What follows belongs to an exercise in optimizing a design on an open flow for small area, a short achievable clock period and few clock cycles per item; a production flow would make more cautious choices. RTL that was checked went through simulation tests only; none was proved equivalent to the original.

// sha_256
module sha_256(
    input wire i_clk,
    input wire i_rst,
    input wire i_enable,
    input [511:0] i_data,
    input [7:0] i_N,
    output reg [255:0] o_data,
    output reg o_done
);
Settings: LEC_CHECK=0, CAP_MARGIN=20, CORE_MARGIN=2, CORE_UTILIZATION=40, SETUP_SLACK_MARGIN=5, SLEW_MARGIN=20; clock period 10.0 ns.
run.sh (not shown) runs the stock make flow with config.mk's settings and CLKGATE_MAP_FILE= SYNTH_SCRIPT=/design/flow/synth_recipe.tcl, a recipe that flattens the netlist after the stock synthesis.
==> next run, changes <==
==> flow/flow/run.sh (new file) <==
#!/bin/bash
# Own layout flow: the standard ORFS flow with a few settings changed.
#  - ports are buffered with a plain buffer instead of the delay buffer the
#    resizer picks by default
set -euo pipefail
export BUFFER_PORTS_ARGS="-buffer_cell sky130_fd_sc_hd__buf_1"
export SETUP_SLACK_MARGIN=6

bash standard.sh > standard_flow.log 2>&1
==> flow/standard.sh (new file) <==
#!/bin/bash
# synth_recipe.tcl (not shown) runs the flow's synth.tcl, then flattens the netlist and writes it again
# the make line also repeats each setting of config.mk as NAME=value (left out here)
make -C /OpenROAD-flow-scripts/flow DESIGN_CONFIG=/design/flow/config.mk WORK_HOME=/design/flow/orfs CLKGATE_MAP_FILE= SYNTH_SCRIPT=/design/flow/synth_recipe.tcl "${@:-finish}"
- SETUP_SLACK_MARGIN: 5 -> unset
removed: flow/run.sh
The changed run finished with timing, DRC and antenna clean.
Cell area went down slightly.
Worst hold slack is about the same.
Setup slack is about the same.
Routed wire length is about the same.
Register-to-register slack barely changes.
Clock skew fell by 17 ps.
==> next run, changes <==
--- a/flow/flow/run.sh
+++ b/flow/flow/run.sh
@@ -7,3 +7,3 @@
 export SETUP_SLACK_MARGIN=6
-
+export ADDER_MAP_FILE=
 bash standard.sh > standard_flow.log 2>&1
=> Clock skew went up by 15 ps. Area after synthesis came out higher by 6.7%. Routed wire length increases by 6.2%. Worst hold slack hardly moves. Worst setup slack got worse by 1600 ps.
==> next run, changes <==
==> flow/run.sh (new file) <==
#!/bin/bash
# synth_recipe.tcl (not shown) runs the flow's synth.tcl, then flattens the netlist and writes it again
# the make line also repeats each setting of config.mk as NAME=value (left out here)
make -C /OpenROAD-flow-scripts/flow DESIGN_CONFIG=/design/flow/config.mk WORK_HOME=/design/flow/orfs CLKGATE_MAP_FILE= SYNTH_SCRIPT=/design/flow/synth_recipe.tcl finish
- SETUP_SLACK_MARGIN: unset -> 3
removed: flow/flow/run.sh
removed: flow/standard.sh
The new run ran to the end with no violations.
Final area came out lower by a few percent.
Global-route usage came out higher by 0.86 points.
Non-clock buffer count went down by 240.
Critical path depth falls by 5.
No functional check of the RTL was part of any run of this note.

---

sha_256, a different RTL version from the one above (not shown whole).
For scale: ~8,700 cells after synthesis, about 1,100 flip-flops, ~780 I/O pins, about 59,000 µm² of cells after synthesis.
==> flow/design.v (excerpt) <==
module sha_256(
    input wire i_clk,
    input wire i_rst,
    input wire i_enable,
    input [511:0] i_data,
    input [7:0] i_N,
    output reg [255:0] o_data,
    output reg o_done
);
    localparam [255:0] IV = {32'h6a09e667, 32'hbb67ae85, 32'h3c6ef372, 32'ha54ff53a,
                             32'h510e527f, 32'h9b05688c, 32'h1f83d9ab, 32'h5be0cd19};
    reg  [5:0]  k;        
    reg         fin;      
    reg         first;    
    reg  [7:0]  nrem;     
    reg         is_new;   
    reg  [31:0] a, b, c, d, e, f, g, h;
    reg  [31:0] hk;       
    reg  [31:0] kq;       
    wire busy   = ~o_done;
    wire [7:0] nrem_n = is_new ? i_N : nrem - 8'd1;
    wire hsh    = busy & ((k[5:1] == 5'b11111) | (k == 6'd0));
    wire [31:0] w;
    wire [31:0] k_j;
    sha256_scheduler u_scheduler (
        .clk(i_clk),
        .i_block(i_data),
        .k(k),
        .W_out(w)
    );
    sha256_functions u_functions (
        .j(k),
        .k_j(k_j)
    );
    function [31:0] CH(input [31:0] x, y, z);
        CH = (x & y) ^ (~x & z);
    endfunction
    function [31:0] MAJ(input [31:0] x, y, z);
        MAJ = (x & y) ^ (x & z) ^ (y & z);
    endfunction
    function [31:0] SIG0(input [31:0] x);
        SIG0 = {x[1:0], x[31:2]} ^ {x[12:0], x[31:13]} ^ {x[21:0], x[31:22]};
    endfunction
    function [31:0] SIG1(input [31:0] x);
        SIG1 = {x[5:0], x[31:6]} ^ {x[10:0], x[31:11]} ^ {x[24:0], x[31:25]};
    endfunction
    wire [31:0] s1 = SIG1(e);
    wire [31:0] ch = CH(e, f, g);
    wire [31:0] s0 = SIG0(a);
    wire [31:0] mj = MAJ(a, b, c);
    function [31:0] FS(input [31:0] x, y, z);
        FS = x ^ y ^ z;
    endfunction
    function [31:0] FC(input [31:0] x, y, z);
        FC = {(x[30:0] & y[30:0]) | (x[30:0] & z[30:0]) | (y[30:0] & z[30:0]), 1'b0};
    endfunction
  ...
export LEC_CHECK = 0
export ABC_AREA = 1
export CAP_MARGIN = 20
export CORE_MARGIN = 2
export CORE_UTILIZATION = 40
export CTS_CLUSTER_DIAMETER = 100
export CTS_CLUSTER_SIZE = 30
export SLEW_MARGIN = 20
create_clock -name core_clock -period 10.0 [get_ports {i_clk}]
standard.sh (not shown) runs the stock make flow with config.mk's settings and CLKGATE_MAP_FILE= SYNTH_SCRIPT=/design/flow/synth_recipe.tcl, a recipe that flattens the netlist after the stock synthesis.
==> flow/flow/run.sh <==
#!/bin/bash
# Own layout flow: the standard ORFS flow with a few settings changed.
#  - ports are buffered with a plain buffer instead of the delay buffer the
#    resizer picks by default
set -euo pipefail
export BUFFER_PORTS_ARGS="-buffer_cell sky130_fd_sc_hd__buf_1"
export SETUP_SLACK_MARGIN=6
export ADDER_MAP_FILE=
bash standard.sh > standard_flow.log 2>&1
Testbench counts at the start, summed over its fixed seeds: cycles 32,274, blocks 489.
Next try:
--- a/flow/flow/run.sh
+++ b/flow/flow/run.sh
@@ -7,3 +7,3 @@
 export SETUP_SLACK_MARGIN=6
-export ADDER_MAP_FILE=
+
 bash standard.sh > standard_flow.log 2>&1
--- a/flow/config.mk
+++ b/flow/config.mk
@@ -11,4 +11,2 @@
 export CORE_UTILIZATION = 40
-export CTS_CLUSTER_DIAMETER = 100
-export CTS_CLUSTER_SIZE = 30
 export SLEW_MARGIN = 20
Cell area rises by about 6%. Die area falls by 6.2%. Via count falls by about 16%. Sequential cell count stays the same. Setup slack loses 300 ps. Critical path depth rises by 19.
Next try:
--- a/flow/flow/run.sh
+++ b/flow/flow/run.sh
@@ -7,3 +7,3 @@
 export SETUP_SLACK_MARGIN=6
-
+export ADDER_MAP_FILE=
 bash standard.sh > standard_flow.log 2>&1
--- a/flow/config.mk
+++ b/flow/config.mk
@@ -7,3 +7,2 @@
 export LEC_CHECK = 0
-export ABC_AREA = 1
 export CAP_MARGIN = 20
Wire length went up slightly.
Utilization went down by 0.89 points.
Via count went up by a little under a tenth.
Sequential cell count is unchanged.
Global-route usage went down by 1.9 points.
Worst setup slack loses 100 ps.
Hold slack loses 18 ps.
Final area went up by a few percent.
Next try:
--- a/flow/config.mk
+++ b/flow/config.mk
@@ -7,2 +7,3 @@
 export LEC_CHECK = 0
+export ABC_AREA = 1
 export CAP_MARGIN = 20
Effect: The changed run ran to the end with no violations. Die area went down by 0.46%. Maximum frequency rises by 11%. Wire length grows by 5.8%.
Next try:
--- a/flow/flow/run.sh
+++ b/flow/flow/run.sh
@@ -7,3 +7,3 @@
 export SETUP_SLACK_MARGIN=6
-export ADDER_MAP_FILE=
+
 bash standard.sh > standard_flow.log 2>&1
--- a/flow/config.mk
+++ b/flow/config.mk
@@ -7,3 +7,2 @@
 export LEC_CHECK = 0
-export ABC_AREA = 1
 export CAP_MARGIN = 20
After rerunning:
- The changed run finished clean
- area after synthesis goes down by about 7.5%
- global-route usage is about the same
- count of clock-buffer cells in the layout goes down by 21

---

== wip/raven ==
sha_256, a different RTL version from the one above (not shown whole).
Size in the first run: ~7900 cells after synthesis, roughly 0.057 mm^2 of cells after synthesis.
==> flow/config.mk <==
export PLATFORM = sky130hd
export DESIGN_NAME = sha_256
export DESIGN_NICKNAME = sha_256
export VERILOG_FILES = /design/flow/design.v
export SDC_FILE = /design/flow/constraint.sdc
export NUM_CORES = 4
export LEC_CHECK = 0
export ABC_AREA = 1
export CAP_MARGIN = 20
export CORE_MARGIN = 2
export CORE_UTILIZATION = 40
export CTS_CLUSTER_DIAMETER = 90
export CTS_CLUSTER_SIZE = 24
export PLACE_DENSITY = 0.72
export SLEW_MARGIN = 20
==> flow/constraint.sdc <==
create_clock -name core_clock -period 10.0 [get_ports {i_clk}]
set_input_delay 2.0000 -clock core_clock [delete_from_list [all_inputs] [get_ports {i_clk}]]
set_output_delay 2.0000 -clock core_clock [all_outputs]
set_load 0.01 [all_outputs]
==> flow/flow/run.sh <==
#!/bin/bash
# Own layout flow: the standard ORFS flow with a few settings changed.
#  - ports are buffered with a plain buffer instead of the delay buffer the
#    resizer picks by default
set -euo pipefail
export BUFFER_PORTS_ARGS="-buffer_cell sky130_fd_sc_hd__buf_1"
export SETUP_SLACK_MARGIN=6.5
export ADDER_MAP_FILE=
bash standard.sh > standard_flow.log 2>&1
wip/raven completed end to end with timing, DRC and antenna clean.
Testbench counts of wip/raven, summed over its fixed seeds: cycles 32,274, blocks 489.
diff inputs: wip/raven => wip/pepper
- clearing PLACE_DENSITY, which used to be 0.72
==> run notes <==
Looking at the reports, wip/pepper completed the entire flow and the layout it produced met the timing, design-rule and antenna checks. Compared with wip/raven, wip/pepper shows a lower shortest period the worst path allows. Number of placed instances with taps included: wip/pepper vs wip/raven, no meaningful difference. On wire length of the first global-routing pass: between wip/pepper and wip/raven, it ends up lower for wip/raven. Comparing wip/raven against wip/pepper, there is no change at all in initial standard-cell utilization of the core. wip/pepper has number of antenna violations at the first check in global routing above what wip/raven had. STATUS post-route cell area: wip/pepper loses against wip/raven. Count of plain and timing-repair buffers in the layout (lower): wip/raven. Met1 layer wirelength in the final routing (wip/raven / wip/pepper): 0.940. Lower count of clock-net buffers in the final layout goes to wip/raven over wip/pepper.
> inputs changed (wip/pepper -> wip/yarrow)
- CORE_UTILIZATION: 40 -> 46
==> run notes <==
Looking only at number of clock-tree buffers in the layout, and setting everything else aside, the lower value of wip/yarrow and wip/pepper goes to wip/yarrow.
Taking wip/yarrow over wip/pepper, the tapcell count ratio works out to 0.860.
--- input diff wip/yarrow..wip/indigo ---
- swapping 46 for 40 in CORE_UTILIZATION
-- flow/flow/run.sh --
<<< wip/yarrow, line 7
export SETUP_SLACK_MARGIN=6.5
>>> wip/indigo, line 7
export SETUP_SLACK_MARGIN=6.35
--- outcome ---
The final reports for wip/indigo and wip/yarrow show number of vias per cell after detailed routing lower in the former.
In wip/indigo, the final design area excluding fillers came out about 2.4% below the value in wip/yarrow.
Compared to wip/yarrow, wip/indigo has routed wire length 4.3% lower.
Taking wip/yarrow as the reference point, the first-pass detailed-route iteration total of wip/indigo falls by 1.

-- what the ideal ports hide --
In the flow no input, the clock included, has a driving cell. The finished layouts below were timed again as built, in two steps.
Step 1 assumes that a clkbuf_16 drives the clock port and a buf_2 every other input.
Step 2, shift: input delay + t, output delay - t, t = (earliest + latest rising clock arrival at the registers) / 2. This alone moves slack from input paths to output paths.
Slacks: ideal ports / drivers / drivers and shift; pairs: ideal ports / drivers.
run	t (ns)	setup WS [ns]	clock arrival spread, ns
the first run of note 1	0.812	5.050 / 5.050 / 5.050	0.076 / 0.076
the second run of note 1	0.805	5.049 / 5.049 / 5.049	0.059 / 0.059
the third run of note 1	0.801	3.492 / 3.492 / 3.492	0.075 / 0.074
the fourth run of note 1	0.811	4.353 / 4.310 / 4.353	0.073 / 0.072
the first run of note 2	0.794	6.031 / 5.941 / 5.655	0.060 / 0.060
the second run of note 2	0.820	5.731 / 5.731 / 5.731	0.034 / 0.034
the third run of note 2	0.813	5.626 / 5.626 / 5.626	0.055 / 0.054
the fourth run of note 2	0.847	6.069 / 5.981 / 5.588	0.051 / 0.051
the fifth run of note 2	0.788	5.116 / 5.116 / 5.116	0.069 / 0.069
wip/raven	0.796	6.472 / 6.386 / 6.004	0.045 / 0.045
wip/pepper	0.815	6.501 / 6.413 / 5.998	0.065 / 0.065
wip/yarrow	0.788	6.399 / 6.345 / 5.832	0.054 / 0.054
wip/indigo	0.810	6.357 / 6.357 / 5.722	0.057 / 0.057
After both steps setup and hold are still met in every run listed. For wip/indigo, which loses most, drivers alone change the setup slack by 0.000 ns; drivers and shift together by -0.635 ns.
